Background: an optimization exercise with open tools, aiming at small area, a short achievable clock period and few clock cycles. Do not read the settings as production practice.
No activity file was given, so power comes from the tool's default toggle rates.

// milestone
module milestone(
	input logic Clock,
	input logic resetn,
	input logic [15:0] SRAM_read_data,
	input logic m1start,
	output logic [17:0] SRAM_address,
	output logic [15:0] SRAM_write_data,
	output logic SRAM_we_n,
	output logic m1end);
export LEC_CHECK = 0
export CAP_MARGIN = 20
export CORE_MARGIN = 2
export CORE_UTILIZATION = 55
export CTS_BUF_LIST = sky130_fd_sc_hd__clkbuf_8
export SLEW_MARGIN = 20
export SYNTH_HIERARCHICAL = 1
create_clock -name core_clock -period 13.0 [get_ports {Clock}]
standard.sh (not shown) runs the stock make flow with config.mk's settings and CLKGATE_MAP_FILE= SYNTH_SCRIPT=/design/flow/synth_recipe.tcl, a recipe that flattens the netlist after the stock synthesis.
==> flow/flow/run.sh <==
#!/bin/bash
# The standard layout (the standard.sh), with ORFS's repair_timing asked
# to leave more setup slack (SETUP_SLACK_MARGIN) than the clock period needs.
# The design is still laid out and signed off at the design's clock period.
set -euo pipefail
MARGIN=${MARGIN:-9}
sed "s/\"\\\${@:-finish}\"/SETUP_SLACK_MARGIN=$MARGIN \"\${@:-finish}\"/" standard.sh > standard_margin.sh
grep -q "SETUP_SLACK_MARGIN=$MARGIN" standard_margin.sh
bash standard_margin.sh > flow_make.log 2>&1
The first run completed without violations.
==> next run, changes <==
Settings changed: CTS_BUF_LIST sky130_fd_sc_hd__clkbuf_8 to sky130_fd_sc_hd__clkbuf_4 sky130_fd_sc_hd__clkbuf_8.
=>
- The changed run finished with timing, DRC and antenna clean
- clock skew barely changes
- utilization rose by 0.20 points
- cell area went up by 0.33%
- global-route usage stays flat
- routed wire length hardly moves
- hold slack hardly moves
- synthesized cell count does not change
- sequential power stays flat
- register-to-register slack hardly moves
- first-iteration DRC count fell by 2.4%
Function was not checked in any run of this note: the RTL went through the layout flow alone.

* * *

## JK
milestone, a different RTL version from the one above (not shown whole).
Size: about 410 flip-flops.
==> flow/design.v (excerpt) <==
module milestone(
	input logic Clock,
	input logic resetn,
	input logic [15:0] SRAM_read_data,
	input logic m1start,
	output logic [17:0] SRAM_address,
	output logic [15:0] SRAM_write_data,
	output logic SRAM_we_n,
	output logic m1end);
export LEC_CHECK = 0
export CAP_MARGIN = 20
export CORE_MARGIN = 2
export CORE_UTILIZATION = 55
export SLEW_MARGIN = 20
export SYNTH_HIERARCHICAL = 1
create_clock -name core_clock -period 13.0 [get_ports {Clock}]
Scripts as last shown in full above: flow/flow/run.sh
JK did not stop at any stage, and its layout met the timing, DRC and antenna checks.
Setup changes, JK to MS
# JK
export LEC_CHECK = 0
export CAP_MARGIN = 20
export CORE_MARGIN = 2
export CORE_UTILIZATION = 55
export SLEW_MARGIN = 20
export SYNTH_HIERARCHICAL = 1
create_clock -name core_clock -period 13.0 [get_ports {Clock}]
# MS
export LEC_CHECK = 0
export CAP_MARGIN = 20
export CORE_MARGIN = 2
export CORE_UTILIZATION = 40
export SLEW_MARGIN = 20
export SYNTH_HIERARCHICAL = 1
create_clock -name core_clock -period 13.0 [get_ports {Clock}]
--- a/flow/flow/run.sh
+++ b/flow/flow/run.sh
@@ -4,5 +4,5 @@
 # The design is still laid out and signed off at the design's clock period.
 set -euo pipefail
-MARGIN=${MARGIN:-9}
+MARGIN=${MARGIN:-11}
 sed "s/\"\\\${@:-finish}\"/SETUP_SLACK_MARGIN=$MARGIN \"\${@:-finish}\"/" standard.sh > standard_margin.sh
 grep -q "SETUP_SLACK_MARGIN=$MARGIN" standard_margin.sh
==> comparison <==
- The standard cells in MS occupy more silicon area than those in JK do.
- JK leaves more setup margin than MS.
- For the number of cells after detailed placement, MS came in 8.6% higher than JK did.
- Count of clock-buffer cells in the layout grows slightly when moving from JK to MS.
- Routed wire length up 13% in MS wrt JK
- Per the comparison of MS with JK, post-layout total power increased 15%; non-clock buffer count increased about 140%; smallest hold slack essentially unchanged; multi-input logic area increased about 15%.
- Post-detailed-route via-to-cell ratio on MS is down relative to JK.
[inputs] AL vs MS
--- a/flow/flow/run.sh
+++ b/flow/flow/run.sh
@@ -4,5 +4,5 @@
 # The design is still laid out and signed off at the design's clock period.
 set -euo pipefail
-MARGIN=${MARGIN:-11}
+MARGIN=${MARGIN:-9}
 sed "s/\"\\\${@:-finish}\"/SETUP_SLACK_MARGIN=$MARGIN \"\${@:-finish}\"/" standard.sh > standard_margin.sh
 grep -q "SETUP_SLACK_MARGIN=$MARGIN" standard_margin.sh
--- outcome ---
AL reached the final stage; the timing, DRC and antenna checks on its layout passed.
Taking MS as the reference, in AL setup slack decreased 24 ps; required time of the critical path decreased 50 ps; power decreased about 14%.
Clock skew delta (AL − MS): favourable
Summary — post-layout minimum cycle time, AL relative to MS: higher, by 24 ps.
Comparing AL against MS, there is no change at all in number of clock buffers in the layout.
## Diff of input files: TR against AL
==> flow/run.sh (new file) <==
#!/bin/bash
# synth_recipe.tcl (not shown) runs the flow's synth.tcl, then flattens the netlist and writes it again
# the make line also repeats each setting of config.mk as NAME=value (left out here)
make -C /OpenROAD-flow-scripts/flow DESIGN_CONFIG=/design/flow/config.mk WORK_HOME=/design/flow/orfs CLKGATE_MAP_FILE= SYNTH_SCRIPT=/design/flow/synth_recipe.tcl finish
removed: flow/flow/run.sh
removed: flow/standard.sh
Notes after the runs:
- In TR, the met2 routing resource usage after global routing came out 4.4 points below the value in AL.
- vo[9]$_DFFE_PP_ as the timing endpoint of the critical path was reported by TR, and vo[6]$_DFFE_PP_ by AL.
- Share of layout cells above drive strength 1: TR < AL
- On number of instances resized during post-cts repair, the higher figure sits with AL, not TR.
- The critical path launch point comes out fa[2]$_DFF_P_ in one run and fa[8]$_DFF_P_ in the other, namely in AL and TR respectively.
No functional check of the RTL was part of any run of this note.

==> afterwards: timing with drivers on the ports <==
How much do the figures lean on ideal ports? The routed layouts below were timed once more, with nothing changed but the port constraints.
Step 1, drivers: a clkbuf_16 drives Clock and a buf_2 each remaining input, both assumed.
Step 2, shift: input delay + t, output delay - t, t = (earliest + latest rising clock arrival at the registers) / 2. This alone moves slack from input paths to output paths.
Three values: no drivers, after step 1, after step 2; two values: the first two.
run | t, ns | setup WS [ns] | worst setup path after step 2 | latest minus earliest clock arrival (ns) | worst data-port slew with drivers (ns)
the first run of note 1 | 0.710 | 9.099 / 9.044 / 9.217 | register to register | 0.039 / 0.039 | 0.05
the second run of note 1 | 0.708 | 9.103 / 9.048 / 9.216 | register to register | 0.039 / 0.039 | 0.05
JK | 0.639 | 8.918 / 8.918 / 8.918 | register to register | 0.018 / 0.017 | 0.05
MS | 0.657 | 8.874 / 8.874 / 8.874 | register to register | 0.041 / 0.041 | 0.06
AL | 0.651 | 8.850 / 8.850 / 8.850 | register to register | 0.018 / 0.017 | 0.03
TR | 0.628 | 8.422 / 8.422 / 8.422 | register to register | 0.032 / 0.032 | 0.04
After both steps every run listed still meets setup and hold.
